From an optimization exercise on the open Yosys and OpenROAD flow, aimed at small area, a short achievable clock period and few clock cycles; shortcuts taken in it are not production practice. Function was checked by simulation only, so behaviour that the tests miss may differ from the original. No activity file was given, so power comes from the tool's default toggle rates.

File: flow/config.mk
export PLATFORM = sky130hd
export DESIGN_NAME = profile_gen
export DESIGN_NICKNAME = profile_gen
export VERILOG_FILES = /design/flow/design.v
export SDC_FILE = /design/flow/constraint.sdc
export NUM_CORES = 8
export LEC_CHECK = 0
export CAP_MARGIN = 20
export CORE_MARGIN = 2
export CORE_UTILIZATION = 22
export GPL_ROUTABILITY_DRIVEN = 1
export PLACE_DENSITY = 0.4
export SLEW_MARGIN = 20
File: flow/constraint.sdc
create_clock -name core_clock -period 12.0 [get_ports {clk}]
set_input_delay 2.4000 -clock core_clock [delete_from_list [all_inputs] [get_ports {clk}]]
set_output_delay 2.4000 -clock core_clock [all_outputs]
set_load 0.01 [all_outputs]
File: flow/design.v
module profile_gen#(parameter SPEED_BITS=50) (
    input clk,
    input rst,
    input acc_step,
    output reg busy,
    output reg done,
    output reg signed [SPEED_BITS-1:0] speed_0,
    output reg signed [SPEED_BITS-1:0] speed_1,
    output reg signed [SPEED_BITS-1:0] speed_2,
    output reg signed [SPEED_BITS-1:0] speed_3,
    output reg signed [SPEED_BITS-1:0] speed_4,
    output reg signed [SPEED_BITS-1:0] speed_5,
    output reg signed [SPEED_BITS-1:0] speed_6,
    output reg signed [SPEED_BITS-1:0] speed_7,
    input [7:0] param_addr,
    input [31:0] param_in,
    input param_write_hi,
    input param_write_lo,
    input [7:0] abort,
    output reg [7:0] pending_aborts,
    output reg [7:0] done_aborts
);
    reg reg_write;
    reg [7:0] reg_addr;
    reg signed [63:0] reg_in;
    wire signed [63:0] reg_out;
    reg [31:0] mem0 [0:71];
    reg [31:0] mem1 [0:71];
    reg [7:0] addrB;
    wire [6:0] param_idx = {1'b0, param_addr[7:5], 3'b000} + {4'b0, param_addr[7:5]} + {2'b0, param_addr[4:0]};
    wire param_ok = (param_addr[4:0] < 5'd9);
    wire [6:0] reg_idx = {1'b0, reg_addr[7:5], 3'b000} + {4'b0, reg_addr[7:5]} + {2'b0, reg_addr[4:0]};
    wire [6:0] rd_idx = {1'b0, addrB[7:5], 3'b000} + {4'b0, addrB[7:5]} + {2'b0, addrB[4:0]};
    wire rd_ok = (addrB[4:0] < 5'd9);
    assign reg_out[31:0] = rd_ok ? mem0[rd_idx] : 32'd0;
    assign reg_out[63:32] = rd_ok ? mem1[rd_idx] : 32'd0;
    always @(posedge clk) begin
        if (param_write_lo && param_ok)
            mem0[param_idx] <= param_in;
        if (param_write_hi && param_ok)
            mem1[param_idx] <= param_in;
        if (reg_write && reg_addr[4:0] < 5'd9) begin
            mem0[reg_idx] <= reg_in[31:0];
            mem1[reg_idx] <= reg_in[63:32];
        end
        addrB <= reg_addr;
    end
    reg [7:0] next_done_aborts;
    always @(posedge clk) begin
        if (rst)
            pending_aborts <= 0;
        else
            pending_aborts <= (pending_aborts | abort) & ~done_aborts;
    end
    reg [5:0] state;
    reg [5:0] next_state;
    reg [2:0] channel;
    reg [2:0] next_channel;
    reg [4:0] reg_num;
    reg [4:0] next_reg_num;
    reg [7:0] next_abort_in_progress;
    reg [7:0] abort_in_progress;
    reg signed [63:0] arg0;
    reg signed [63:0] next_arg0;
    reg signed [63:0] arg1;
    reg signed [63:0] next_arg1;
    reg [63:0] next_speed_value;
    reg next_speed_stb;
    reg [63:0] next_reg_in;
    reg next_reg_write;
    reg next_busy;
    reg next_done;
    reg target_v_set;
    reg next_target_v_set;
    wire signed [63:0] args_sum;
    wire signed [63:0] args_sum_2;
    assign args_sum = arg0+arg1;
    assign args_sum_2 = {args_sum[63], args_sum[63:1]};
    localparam
        S_INIT=0,
        S_START=1,
        S_NEXT=2,
        S_READ_STATUS=3,
        S_READ_STATUS2=4,
        S_SAVE_V=5,
        S_START_ABORT=6,
        R_STATUS=0,
        R_V_EFF=1,
        R_V_IN=2,
        R_V_OUT=3,
        R_A=4,
        R_J=5,
        R_JJ=6,
        R_TARGET_V=7,
        R_ABORT_A=8,
        STATUS_ENABLE_BIT=0,
        STATUS_ENABLE_MASK=32'h1 << STATUS_ENABLE_BIT,
        STATUS_TARGET_V_BIT=0,
        STATUS_TARGET_V_MASK=32'h1 << STATUS_TARGET_V_BIT;
    always @(*) begin
        next_state <= state;
        next_channel <= channel;
        next_arg0 <= arg0;
        next_arg1 <= arg1;
        next_busy <= busy;
        next_target_v_set <= target_v_set;
        next_abort_in_progress <= abort_in_progress;
        next_reg_num <= 0;
        next_reg_in <= 0;
        next_reg_write <= 0;
        next_speed_value <= 0;
        next_speed_stb <= 0;
        next_done_aborts <= 0;
        next_done <= 0;
        if (rst) begin
            next_state <= S_INIT;
            next_channel <= 0;
            next_arg0 <= 0;
            next_arg1 <= 0;
            next_busy <= 0;
            next_target_v_set <= 0;
            next_abort_in_progress <= 0;
        end
        else begin
            case (state)
                S_INIT: begin
                    if (acc_step) begin
                        next_channel <= 0;
                        next_reg_num <= R_STATUS;   
                        next_state <= S_READ_STATUS;
                        next_busy <= 1;
                    end
                end
                S_READ_STATUS: begin
                    next_state <= S_READ_STATUS2;
                end
                S_READ_STATUS2: begin
                    if (!reg_out[0]) begin
                        if (pending_aborts[channel]) begin
                            next_abort_in_progress[channel] <= 0;
                            next_done_aborts[channel] <= 1;
                        end
                        if (channel == 7) begin
                            next_state <= S_INIT;
                            next_busy <= 0;
                            next_done <= 1;
                        end
                        else begin
                            next_channel <= channel+1;
                            next_reg_num <= R_STATUS;
                            next_state <= S_READ_STATUS;
                        end
                    end
                    else if (pending_aborts[channel] && !abort_in_progress[channel]) begin
                        next_reg_num <= R_STATUS;
                        next_reg_in <= reg_out | 32'b10;  
                        next_reg_write <= 1;
                        next_abort_in_progress[channel] <= 1;
                        next_state <= S_START_ABORT;
                    end
                    else begin
                        next_target_v_set <= reg_out[1];
                        next_reg_num <= R_JJ;
                        next_state <= S_START;
                    end
                end
                S_START: begin   
                    next_reg_num <= R_J;
                    next_state <= 10;
                end
                10: begin
                    next_arg0 <= reg_out;   
                    next_state <= state+1;
                end
                11: begin
                    next_arg1 <= reg_out;   
                    next_state <= state+1;
                end
                12: begin
                    next_reg_num <= R_J;
                    next_reg_in <= args_sum;  
                    next_reg_write <= 1;
                    next_state <= state+1;
                end
                13: begin   
                    next_reg_num <= R_A;
                    next_state <= state+1;
                end
                14: begin   
                    next_state <= state+1;
                end
                15: begin   
                    next_arg0 <= reg_out;   
                    next_state <= state+1;
                end
                16: begin
                    next_reg_num <= R_A;
                    next_reg_in <= args_sum;  
                    next_reg_write <= 1;
                    next_state <= state+1;
                end
                17: begin   
                    next_reg_num <= R_V_OUT;
                    next_state <= state+1;
                end
                18: begin   
                    next_state <= state+1;
                end
                19: begin
                    next_arg1 <= reg_out;
                    next_reg_num <= R_V_IN;
                    next_reg_in <= reg_out;
                    next_reg_write <= 1;
                    next_state <= state+1;
                end
                20: begin
                    if (target_v_set) begin
                        next_reg_num <= R_TARGET_V;
                        next_state <= state+1;
                    end
                    else begin
                        next_arg0 <= args_sum;
                        next_reg_num <= R_V_OUT;
                        next_reg_in <= args_sum;
                        next_reg_write <= 1;
                        next_state <= S_SAVE_V;
                    end
                end
                21: begin
                    next_state <= state+1;
                end
                22: begin
                    if (((arg1 <= reg_out) && (reg_out <= args_sum)) || ((args_sum <= reg_out) && (reg_out <= arg1))) begin
                        next_arg0 <= reg_out;
                        next_reg_num <= R_A;
                        next_reg_in <= 0;
                        next_reg_write <= 1;
                        if (abort_in_progress[channel] && (arg1 == reg_out)) begin
                            next_abort_in_progress[channel] <= 0;
                            next_done_aborts[channel] <= 1;
                        end
                        next_state <= state+1;
                    end
                    else begin
                        next_arg0 <= args_sum;
                        next_reg_num <= R_V_OUT;
                        next_reg_in <= args_sum;
                        next_reg_write <= 1;
                        next_state <= S_SAVE_V;
                    end
                end
                23: begin
                    next_reg_num <= R_J;
                    next_reg_in <= 0;
                    next_reg_write <= 1;
                    next_state <= state+1;
                end
                24: begin
                    next_reg_num <= R_JJ;
                    next_reg_in <= 0;
                    next_reg_write <= 1;
                    next_state <= state+1;
                end
                25: begin
                    next_reg_num <= R_V_OUT;
                    next_reg_in <= arg0;
                    next_reg_write <= 1;
                    next_state <= S_SAVE_V;
                end
                S_SAVE_V: begin
                    next_reg_num <= R_V_EFF;
                    next_reg_in <= args_sum_2;  
                    next_reg_write <= 1;
                    next_state <= S_NEXT;
                    next_speed_value <= args_sum_2;
                    next_speed_stb <= 1;
                end
                S_NEXT: begin
                    next_arg0 <= 0;
                    next_arg1 <= 0;
                    if (channel == 7) begin
                        next_state <= S_INIT;
                        next_busy <= 0;
                        next_done <= 1;
                    end
                    else begin
                        next_channel <= channel+1;
                        next_reg_num <= R_STATUS;
                        next_state <= S_READ_STATUS;
                    end
                end
                S_START_ABORT: begin
                    next_reg_num <= R_ABORT_A;
                    next_state <= 40;
                end
                40: begin
                    next_reg_num <= R_JJ;
                    next_reg_in <= 0;
                    next_reg_write <= 1;
                    next_state <= state+1;
                end
                41: begin
                    next_arg0 <= reg_out;
                    next_reg_num <= R_V_OUT;
                    next_state <= state+1;
                end
                42: begin
                    next_reg_num <= R_J;
                    next_reg_in <= 0;
                    next_reg_write <= 1;
                    next_state <= state+1;
                end
                43: begin
                    if (arg0 == 0)
                        next_arg0 <= -reg_out;
                    else if (reg_out > 0)
                        next_arg0 <= -arg0;
                    next_reg_num <= R_TARGET_V;
                    next_reg_in <= 0;
                    next_reg_write <= 1;
                    next_state <= state+1;
                end
                44: begin
                    next_reg_num <= R_A;
                    next_reg_in <= arg0;
                    next_reg_write <= 1;
                    next_state <= state+1;
                end
                45: begin
                    next_reg_num <= R_STATUS;
                    next_state <= S_READ_STATUS;
                end
            endcase
        end
    end
    always @(posedge clk) begin
        state <= next_state;
        channel <= next_channel;
        arg0 <= next_arg0;
        arg1 <= next_arg1;
        busy <= next_busy;
        done <= next_done;
        target_v_set <= next_target_v_set;
        done_aborts <= next_done_aborts;
        abort_in_progress <= next_abort_in_progress;
        reg_num <= next_reg_num;
        reg_in <= next_reg_in;
        reg_write <= next_reg_write;
        reg_addr <= {next_channel, next_reg_num};
    end
    always @(posedge clk) begin
        if (rst) begin
            speed_0 <= 0;
            speed_1 <= 0;
            speed_2 <= 0;
            speed_3 <= 0;
            speed_4 <= 0;
            speed_5 <= 0;
            speed_6 <= 0;
            speed_7 <= 0;
        end
        else if (next_speed_stb)
            case (next_channel)
                0: speed_0 <= next_speed_value[SPEED_BITS-1:0];
                1: speed_1 <= next_speed_value[SPEED_BITS-1:0];
                2: speed_2 <= next_speed_value[SPEED_BITS-1:0];
                3: speed_3 <= next_speed_value[SPEED_BITS-1:0];
                4: speed_4 <= next_speed_value[SPEED_BITS-1:0];
                5: speed_5 <= next_speed_value[SPEED_BITS-1:0];
                6: speed_6 <= next_speed_value[SPEED_BITS-1:0];
                7: speed_7 <= next_speed_value[SPEED_BITS-1:0];
            endcase
    end
endmodule
File: flow/run.sh
#!/bin/bash
# synth_recipe.tcl (not shown) runs the flow's synth.tcl, then flattens the netlist and writes it again
# the make line also repeats each setting of config.mk as NAME=value (left out here)
make -C /OpenROAD-flow-scripts/flow DESIGN_CONFIG=/design/flow/config.mk WORK_HOME=/design/flow/orfs CLKGATE_MAP_FILE= SYNTH_SCRIPT=/design/flow/synth_recipe.tcl finish
==> results of run 1 <==
-- cell usage in the layout, fill, tap and decap left out, drive strengths merged, types with 28 or more instances in the layout --
cell type and n:
nand2 12600, edfxtp 4608, mux4 1275, buf 878
clkbuf 842, nor2 655, dfxtp 640, a21oi 465
clkdlybuf4s50 437, o21ai 420, mux2i 270, nand3 226
clkinv 224, ha 215, inv 206, nand4 135
a31oi 123, nor3 115, a22oi 97, diode 81
xnor2 81, and2 69, a211oi 65, a21o 62
nor4 61, and3 58, a221oi 56, xor2 50
or3 38, a311oi 37, o211ai 36, mux2 33
a222oi 28
-- flip-flops by register name (all words and copies together) (netlist names), named ones only --
signal	count
mem0	2304
mem1	2304
arg0	64
arg1	64
reg_in	64
speed_0	50
speed_1	50
speed_2	50
speed_3	50
speed_4	50
speed_5	50
speed_6	50
speed_7	50
done_aborts	8
pending_aborts	8
addrB	7
state	6
reg_addr	5
channel	2
busy	1
done	1
reg_write	1
target_v_set	1
-- synthesized netlist by cell type (38+ instances only) --
| cell | n | area, um^2 |
|---|---|---|
| nand2_1 | 12600 | 47300 |
| edfxtp_1 | 4608 | 138000 |
| clkbuf_1 | 1586 | 5950 |
| mux4_2 | 1275 | 28700 |
| nor2_1 | 654 | 2450 |
| dfxtp_1 | 640 | 12800 |
| a21oi_1 | 465 | 2330 |
| o21ai_0 | 376 | 1880 |
| buf_1 | 300 | 1130 |
| mux2i_1 | 270 | 2700 |
| nand3_1 | 226 | 1130 |
| ha_1 | 215 | 2690 |
| inv_1 | 186 | 698 |
| buf_2 | 172 | 861 |
| nand4_1 | 133 | 832 |
| a31oi_1 | 123 | 769 |
| nor3_1 | 112 | 561 |
| a22oi_1 | 96 | 721 |
| buf_4 | 85 | 638 |
| xnor2_1 | 80 | 701 |
| buf_6 | 72 | 811 |
| and2_1 | 69 | 432 |
| a21o_1 | 62 | 465 |
| a211oi_1 | 59 | 443 |
| and3_1 | 58 | 363 |
| a221oi_1 | 55 | 482 |
| nor4_1 | 54 | 338 |
| xor2_1 | 50 | 438 |
| o21ai_1 | 44 | 220 |
| or3_1 | 38 | 238 |
-- cell type report --
class,count,area [um^2]
diodes,81,203
clock buffers,842,17400
clock inverters,272,2180
fillers,125000,882000
inverters,189,709
multi-input cells,17700,105000
flip-flops and latches,5248,151000
well taps,15900,19900
repair buffers,1315,11900
-- stage by stage --
stage                     worst slack, ps  hold slack [ps]  total power [mW]  util, %  instance area [um^2]
after floorplan                      4250              356              29.0        -                262000
after global placement               1050              442              36.1     24.2                288000
after detailed placement             1590              445              36.1     24.2                289000
after CTS                            1490              453              55.1     25.9                308000
after global routing                 1130              467              56.6     25.9                308000
final                                1160              452              55.5     25.9                309000
-- power by group through the flow --
stage | Sequential (mW) | Clock, mW | Combinational, mW
2_1_floorplan | 20.6 | 0 | 8.41
3_3_place_gp | 20.7 | 0 | 15.4
3_5_place_dp | 20.7 | 0 | 15.3
4_1_cts | 20.3 | 19.4 | 15.4
5_1_grt | 20.4 | 20.0 | 16.2
6_report | 20.4 | 19.2 | 15.9
-- cell families (layout without fill, tap and decap cells) --
group,count (synthesis),count (layout)
xor gates and xnor gates,131,131
adders and majority gates,219,219
AOI/OAI and AO/OA,1648,1648
other,0,81
buffers and inverters,2410,2618
muxes,1578,1578
and+or+nand+nor,14100,14100
DFF,5248,5248
-- final timing paths --
path,slack [ps],end,cells past startpoint
worst max-delay path,1160,reg_in[55],26
worst min-delay path,450,speed_7[22],2
worst max register to register,1160,reg_in[55],26
worst min register to register,450,speed_7[22],2
-- critical path: stages (launching register included) --
cell and delay [ps]:
dfxtp_1 680, inv_2 240, fa_4 1180, buf_12 280, buf_12 310, buf_4 280, mux4_2 200, nand2_1 50
nand4_1 690, nand4_1 780, a2111oi_2 1200, buf_4 300, inv_1 80, ha_1 300, a21o_1 170, nand3_1 90
a21oi_1 70, or4b_2 770, a211oi_1 250, o211ai_1 190, xnor2_1 650, or3_1 230, o21ai_0 250, or2_2 400
buf_12 210, a222oi_1 370, a21oi_1 120
-- per-layer routing --
layer	GRT usage, %	vias to the layer above	wire length [um]
met4	12.8	66	95400
met2	35.4	14400	628000
met3	6.99	2880	172000
met5	0	-	437
met1	29.8	110000	562000
li1	-	87100	-
==> results.tsv, run 1 <==
stage	metric	value	unit
outcome	status	finished clean	
sta	max_freq	92.3	MHz
pwr	peakVddDrop	0.000120	V
finish	stdcell_count	41500	
pwr	clockPowerShare	34.6	%
route	drt_wl_total	1460000	um
grt	grt_pass1_wl	1910000	um
synth	syn-cell-area	0.262	mm^2
finish	syn2layout_area_growth	17.5	%
floorplanning	initial_utilization	22.0	%
route	dr.pass1.iters	9	
place	gp_congestion	0.944	
route	wl_per_cell	35.1	um
floorplanning	die_h	1100	um
cts	clk_latency	1140	ps
grt	grt_overflow	0	
worst_hold_path	worstHoldStart	speed_7[22]	
cts	cts_resized	0	
cts	cts_root_buf	clkbuf_16	
synth	synthCells	25300	
synth	synth-xor-area-share	0.440	%
cts	clk_pin_slew_worst_paths	70	ps
sta	period_minus_slack	10840	ps
worst_setup_path	worstSetupPathType	flop to flop	
place	placed_cells	40300	
pwr	p_int	36.0	mW
synth	synth-async-reset-ratio	0	%
worst_hold_path	worstHoldPathType	flop to flop	
cts	cts_tree	built	
worst_setup_path	worstPathRequired	12890	ps
place	place_hpwl	926000	um
synth	synth-warning-count	1	
run	maxCapViolations	0	
sta	skew	117	ps
route	ant_nets	0	
grt	grt_max_degree	182	
sta	rsz0062_at_grt	false	
sta	setup_viol	0	
synth	synth_flop_cell	edfxtp_1	
worst_setup_path	worstSetupStartpointType	flop	
cts	h-tree-depth	6	
route	vias	214000	
synth	synth-compound-area-share	4.04	%
synth	syn_area_per_cell	10.4	um^2
pwr	p_seq_share	36.7	%
grt	grt_pass1_vias	201000	
route	drcViolationCount	0	
floorplanning	num_rows	401	
cts	numCtsBuffers	641	
pwr	power_frac_comb	28.6	%
synth	muxShareOfSynthArea	12.1	%
cts	post_cts_buffers	0	
floorplanning	die_area	1.20	mm^2
finish	drive_gt1_share	14.1	%
worst_setup_path	r2r-start	addrB[6]	
route	drt_iter0_markers	34400	
sta	slew_headroom	14.3	%
sta	tightestPinTransition	1290	ps
floorplanning	core	1.19	mm^2
cts	clock-sinks	5248	
synth	syn_nets	25600	
sta	drv_slew	0	
worst_setup_path	arrival	11730	ps
synth	synth_top_family_by_area	simple AND/OR/NAND/NOR gates	
synth	ys_types	105	
synth	synth-adder-area-share	1.06	%
pwr	power.leakage	112	nW
place	port_buffers	470	
sta	hold_violations	0	
floorplanning	die_x	1100	um
cts	ctsHoldBuffers	0	
synth	synthSimpleGateAreaFrac	20.9	%
sta	tns	0	ps
floorplanning	num_io_pins	471	
worst_setup_path	crit_path_end_kind	flop	
pwr	switchingPower	19.5	mW
finish	nets	25300	
worst_setup_path	startpoint	addrB[6]	
worst_setup_path	cp_max_fo	62	
synth	seq_area_frac_synth	57.6	%
cts	cts_max_path_buffers	5	
grt	grt_antenna_before_repair	158	
pwr	cellPowerDensity	180	mW/mm^2
grt	track_usage	23.4	%
route	routed_via_density	5.15	
synth	yosys_register_bits	5248	
synth	synth_edf_count	4608	
sta	finalCritPeriodShare	90.3	%
pwr	swShare	35.2	%
Testbench counts, summed over its fixed seeds: cycles 249,876.
==> run 2, diff against run 1 <==
==> flow/design.v (replaced) <==
module profile_gen#(parameter SPEED_BITS=50) (
    input clk,
    input rst,
    input acc_step,
    output reg busy,
    output reg done,
    output [SPEED_BITS-1:0] speed_0,
    output [SPEED_BITS-1:0] speed_1,
    output [SPEED_BITS-1:0] speed_2,
    output [SPEED_BITS-1:0] speed_3,
    output [SPEED_BITS-1:0] speed_4,
    output [SPEED_BITS-1:0] speed_5,
    output [SPEED_BITS-1:0] speed_6,
    output [SPEED_BITS-1:0] speed_7,
    input [7:0] param_addr,
    input [31:0] param_in,
    input param_write_hi,
    input param_write_lo,
    input [7:0] abort,
    output reg [7:0] pending_aborts,
    output reg [7:0] done_aborts
);
    reg [7:0] en;        
    reg [7:0] tv;        
    reg [7:0] aip;
    reg ph2;
    wire [7:0] start_ab = en & pending_aborts & ~aip;
    wire any_start = |start_ab;
    wire go_abort = acc_step & any_start;
    wire go_step = (acc_step & ~any_start) | ph2;
    wire [7:0] hit, fin;
    wire [SPEED_BITS-1:0] spd [0:7];
    assign speed_0 = spd[0];
    assign speed_1 = spd[1];
    assign speed_2 = spd[2];
    assign speed_3 = spd[3];
    assign speed_4 = spd[4];
    assign speed_5 = spd[5];
    assign speed_6 = spd[6];
    assign speed_7 = spd[7];
    wire [2:0] wch = param_addr[7:5];
    wire [4:0] wword = param_addr[4:0];
    genvar c;
    generate
        for (c = 0; c < 8; c = c + 1) begin : ch
            reg signed [63:0] V, A, J, JJ, T, AB;
            reg [SPEED_BITS-1:0] speed;
            assign spd[c] = speed;
            wire sel = (wch == c);
            wire wlo = param_write_lo & sel;
            wire whi = param_write_hi & sel;
            wire [64:0] sumx = {1'b0, A} + {1'b0, V};
            wire [63:0] sum = sumx[63:0];
            wire [63:0] nT = ~T;
            wire [63:0] cs_s = A ^ V ^ nT;
            wire [63:0] cs_c = (A & V) | (A & nT) | (V & nT);
            wire [65:0] full = {2'b0, cs_s} + {1'b0, cs_c, 1'b1};
            wire c_st = full[64] ^ sumx[64];
            wire lt_st = (sum[63] != T[63]) ? sum[63] : ~c_st;
            wire eq_st = &(cs_s ^ {cs_c[62:0], 1'b0});
            wire lt_vt = (V < T);
            wire eq_vt = (V == T);
            wire le1 = lt_vt | eq_vt;       
            wire le4 = ~lt_vt;              
            wire le2 = ~lt_st;              
            wire le3 = lt_st | eq_st;       
            assign hit[c] = tv[c] & ((le1 & le2) | (le3 & le4));
            assign fin[c] = hit[c] & aip[c] & eq_vt;
            wire signed [63:0] nv = hit[c] ? T : sum;
            wire [50:0] spT = T[50:0] + V[50:0];
            wire [49:0] spS = A[50:1] + V[49:0];
            wire [SPEED_BITS-1:0] nspeed = hit[c] ? spT[50:1] : spS;
            wire signed [63:0] nJ = hit[c] ? 64'd0 : J + JJ;
            wire signed [63:0] nA = hit[c] ? 64'd0 : A + J;
            wire ab_z = (AB == 0);
            wire [63:0] abX = ab_z ? V : AB;
            wire ab_neg = ab_z | (V > 64'sd0);
            wire signed [63:0] abA = (abX ^ {64{ab_neg}}) + {63'd0, ab_neg};
            wire stp = go_step & en[c];
            wire sab = go_abort & start_ab[c];
            always @(posedge clk) begin
                if (wlo && wword == 5'd3) V[31:0] <= param_in;
                else if (whi && wword == 5'd3) V[63:32] <= param_in;
                else if (stp) V <= nv;
                if (wlo && wword == 5'd4) A[31:0] <= param_in;
                else if (whi && wword == 5'd4) A[63:32] <= param_in;
                else if (sab) A <= abA;
                else if (stp) A <= nA;
                if (wlo && wword == 5'd5) J[31:0] <= param_in;
                else if (whi && wword == 5'd5) J[63:32] <= param_in;
                else if (sab) J <= 0;
                else if (stp) J <= nJ;
                if (wlo && wword == 5'd6) JJ[31:0] <= param_in;
                else if (whi && wword == 5'd6) JJ[63:32] <= param_in;
                else if (sab || (stp && hit[c])) JJ <= 0;
                if (wlo && wword == 5'd7) T[31:0] <= param_in;
                else if (whi && wword == 5'd7) T[63:32] <= param_in;
                else if (sab) T <= 0;
                if (wlo && wword == 5'd8) AB[31:0] <= param_in;
                else if (whi && wword == 5'd8) AB[63:32] <= param_in;
                if (wlo && wword == 5'd0) begin
                    en[c] <= param_in[0];
                    tv[c] <= param_in[1];
                end else if (sab)
                    tv[c] <= 1'b1;
                if (rst)
                    speed <= 0;
                else if (stp)
                    speed <= nspeed;
            end
        end
    endgenerate
    wire [7:0] dab = go_step ? ((~en & pending_aborts) | (en & fin)) : 8'd0;
    always @(posedge clk) begin
        if (rst) begin
            busy <= 0;
            done <= 0;
            ph2 <= 0;
            done_aborts <= 0;
            pending_aborts <= 0;
            aip <= 0;
        end else begin
            busy <= go_abort;
            ph2 <= go_abort;
            done <= go_step;
            done_aborts <= dab;
            pending_aborts <= (pending_aborts | abort) & ~dab;
            aip <= (aip | (go_abort ? start_ab : 8'd0)) & ~dab;
        end
    end
endmodule
--- a/flow/config.mk
+++ b/flow/config.mk
@@ -7,7 +7,8 @@
 export LEC_CHECK = 0
 export CAP_MARGIN = 20
 export CORE_MARGIN = 2
-export CORE_UTILIZATION = 22
+export CORE_UTILIZATION = 45
 export GPL_ROUTABILITY_DRIVEN = 1
-export PLACE_DENSITY = 0.4
+export PLACE_DENSITY = 0.6
+export SETUP_SLACK_MARGIN = 5
 export SLEW_MARGIN = 20
==> results.tsv, run 2 <==
stage	metric	value	unit	change
floorplanning	core	0.726	mm^2	-39%
place	placed_cells	46800		+16%
route	wl_per_cell	26.4	um	-25%
outcome	status	finished clean		
synth	seq_area_frac_synth	30.9	%	-27 points
synth	yosys_register_bits	3514		-33%
worst_setup_path	r2r_slack	5150	ps	+3990 ps
sta	period_minus_slack	6850	ps	-3990 ps
floorplanning	die_x	857	um	-22%
worst_hold_path	worstHoldPathType	flop to flop		
grt	grt_pass1_vias	277000		+38%
finish	nets	41600		+64%
route	drt_wl_total	1260000	um	-14%
grt	grt_antenna_before_repair	77		-51%
worst_setup_path	r2r-start	ch[0].V[1]		
synth	synthCells	38000		+50%
sta	hold_slack	451	ps	-0.592 ps
finish	final_common_cell	a21oi_1		
sta	skew	69.0	ps	-48.1 ps
route	dr.pass1.iters	7		-2
cts	numCtsBuffers	442		-31%
place	place_hpwl	914000	um	-1.4%
route	vias	297000		+39%
worst_hold_path	worstHoldStart	ch[1].speed[8]		
synth	synth_area_leaders	edfxtp_1 (28%), ha_1 (13%), a21oi_1 (5.8%)		
worst_setup_path	worstSetupStartpointType	flop		
place	port_buffers	470		unchanged
worst_setup_path	worstSetupPathType	flop to flop		
floorplanning	die_h	857	um	-22%
finish	stdcell_count	47600		+15%
sta	tns	0	ps	unchanged
sta	finalCritPeriodShare	57.1	%	-33 points
floorplanning	initial_utilization	45.1	%	+23 points
cts	cts_tree	built		
sta	max_freq	146	MHz	+58%
sta	slew_headroom	13.5	%	-0.84 points
sta	setup_viol	0		unchanged
worst_setup_path	crit_path_end_kind	flop		
worst_setup_path	cp_max_fo	41		-34%
cts	clk_latency	1140	ps	about the same
run	maxCapViolations	0		unchanged
finish	final_cell_mix	a21oi_1 (3791), ha_1 (3336), nor2_1 (3141)		
synth	syn-cell-area	0.327	mm^2	+25%
finish	syn2layout_area_growth	9.49	%	
grt	grt_overflow	0		unchanged
pwr	switchingPower	24.7	mW	+27%
cts	cts_root_buf	clkbuf_16		
synth	synth_commonest_cells	a21oi_1 (3810), ha_1 (3336), nor2_1 (3253), edfxtp_1 (3088), inv_1 (2830)		
sta	hold_violations	0		unchanged
synth	synth_top_area_share	28.3	%	-24 points
route	drcViolationCount	0		unchanged
grt	grt_max_degree	193		+6.0%
synth	synth_most_common_cell	a21oi_1		
synth	syn_area_per_cell	8.61	um^2	-17%
sta	layout_setup_ws	5150	ps	+3990 ps
pwr	p_int	35.2	mW	-2.1%
grt	grt_pass1_wl	1830000	um	-4.6%
route	drt_iter0_markers	36300		+5.5%
route	routed_via_density	6.23		+21%
cts	clk_pin_slew_worst_paths	60	ps	about the same
place	dp_slack	4480	ps	+2890 ps
grt	track_usage	32.5	%	+9.2 points
route	ant_nets	0		unchanged
finish	drive_gt1_share	4.63	%	-9.5 points
cts	clock-sinks	3514		-33%
pwr	power_frac_comb	46.7	%	+18 points
worst_setup_path	arrival	7810	ps	-3920 ps
worst_setup_path	startpoint	ch[0].V[1]		
floorplanning	num_io_pins	471		unchanged
synth	synth-warning-count	1		unchanged
pwr	swShare	41.3	%	+6.1 points
sta	rsz0062_at_grt	true		
floorplanning	num_rows	313		-22%
pwr	peakVddDrop	0.000138	V	+15%
pwr	cellPowerDensity	167	mW/mm^2	-7.0%
synth	synth_area_leader_cell	edfxtp_1		
cts	cts_max_path_buffers	4		-1
place	gp_congestion	0.965		+2.1%
synth	syn_nets	42000		+64%
cts	h-tree-depth	5		-1
pwr	clockPowerShare	23.9	%	-11 points
pwr	p_seq_share	29.4	%	-7.3 points
synth	ys_types	115		+9.5%
synth	synth_edf_count	3088		-33%
synth	synth-async-reset-ratio	0	%	unchanged
sta	drv_slew	0		unchanged
pwr	power.leakage	149	nW	+33%
synth	synth_flop_cell	edfxtp_1		
worst_setup_path	worstPathRequired	12960	ps	+70 ps
floorplanning	die_area	0.734	mm^2	-39%
sta	tightestPinTransition	1290	ps	+0.761 ps
[run 2: changes by cell type in the layout (fill, tap and decap cells not counted), moves of 1494 or more]
cell	previous run	this run
a21o_1	61	1555
a21oi_1	460	3791
edfxtp_1	4608	3088
ha_1	214	3336
inv_1	185	2829
nand2_1	12513	2552
nor2_1	575	3141
o21ai_0	226	2076
xnor2_1	77	1612
[run 2: cell type report]
class                           instances  area (um^2)
Tap cell                             9607        12000
Fill cell                           68900       367000
Sequential cell                      3514       101000
Multi-Input combinational cell      29900       210000
Timing Repair Buffer                  973         9180
Clock inverter                        279         3080
Antenna cell                           44          110
Clock buffer                          544        11800
Inverter                             2831        10600
[run 2: critical path, stage by stage, from the launching register on]
cell	delay [ps]
edfxtp_1	500
inv_1	340
fa_1	280
nand2b_1	150
a21oi_1	150
o41ai_2	450
a211oi_2	220
o21ai_0	510
a211o_1	260
nand3_1	250
o31a_1	380
a21o_1	300
o41ai_1	450
o21ai_0	200
a32oi_1	370
o2111a_4	810
buf_4	570
nor3_1	140
a311o_1	340
[run 2: power groups by stage]
stage                     sequential (mW)  combinational [mW]  clock (mW)
after floorplan                      16.6                20.8           0
after global placement               17.7                26.8           0
after detailed placement             17.8                27.2           0
after CTS                            17.5                27.5        14.5
after global routing                 17.7                31.0        14.9
final                                17.6                28.0        14.3
[run 2: worst paths after layout]
kind | endpoint | depth (start not counted)
max | ch[0].speed[28] | 18
min | ch[1].speed[8] | 2
max reg2reg | ch[0].speed[28] | 18
min reg2reg | ch[1].speed[8] | 2
[run 2: per-layer routing]
metal	vias up	part of all wire [%]	routed length, um	track usage [%]
met5	-	0.0082	103	0
met2	14300	42	531000	48.9
met3	2159	10	130000	6.22
li1	138000	-	-	-
met1	142000	43	543000	46.3
met4	16	4.4	55100	12.4
[run 2: per-stage QoR]
stage / area (um^2) / power [mW] / util [%]
after CTS: 358000 / 59.5 / 49.3
after global placement: 342000 / 44.6 / 47.2
final: 358000 / 59.9 / 49.4
after floorplan: 327000 / 37.3 / -
after detailed placement: 343000 / 45.0 / 47.2
after global routing: 358000 / 63.6 / 49.4
[run 2: what timing repair did]
action / in CTS / in global routing
cloned: 1 / 4
gates resized for setup: 16 / 46
endpoints found under the setup margin: 512 / 651
hold buffers: 0 / 0
pin swaps: 1 / 5
buffers inserted: 0 / 10
[run 2: kinds of logic after synthesis]
group / share of synthesized area (%)
AO/OA/AOI/OAI: 23.5
buffers and inverters: 5.37
AND/OR/NAND/NOR: 16.7
flip-flops: 30.9
adder cells (fa/ha/maj): 16.1
multiplexers: 0.499
XOR/XNOR: 6.82
Testbench counts of run 2, summed over its fixed seeds: cycles 1,991.

-- separate check: timing with driven ports --
In the flow no input, the clock included, has a driving cell. The finished layouts below were timed again as built, in two steps.
Step 1 (the two cells are an assumption about what drives the block):
set clk [get_ports {clk}]
set_driving_cell -lib_cell sky130_fd_sc_hd__clkbuf_16 $clk
set_driving_cell -lib_cell sky130_fd_sc_hd__buf_2 [delete_from_list [all_inputs] $clk]
Step 2 moves the port delays by t, midway between the first and last clock arrival at a register: inputs arrive t later, outputs are due t later. That takes back most of the time a late clock gives input paths.
Three values: ideal ports, drivers, drivers and shift; two values: the first two.
| run | t, ns | setup slack, ns | slew at the worst register clock pin (ns) | cell pins on the clock port's net |
|---|---|---|---|---|
| run 1 | 1.240 | 1.162 / 1.162 / 1.162 | 0.07 / 0.07 | 1 |
| run 2 | 1.252 | 5.152 / 5.152 / 4.941 | 0.07 / 0.07 | 1 |
After both steps setup and hold are still met in every run listed. The setup slack of run 2, which loses most, moves by 0.000 ns with the drivers and by -0.211 ns with both steps.
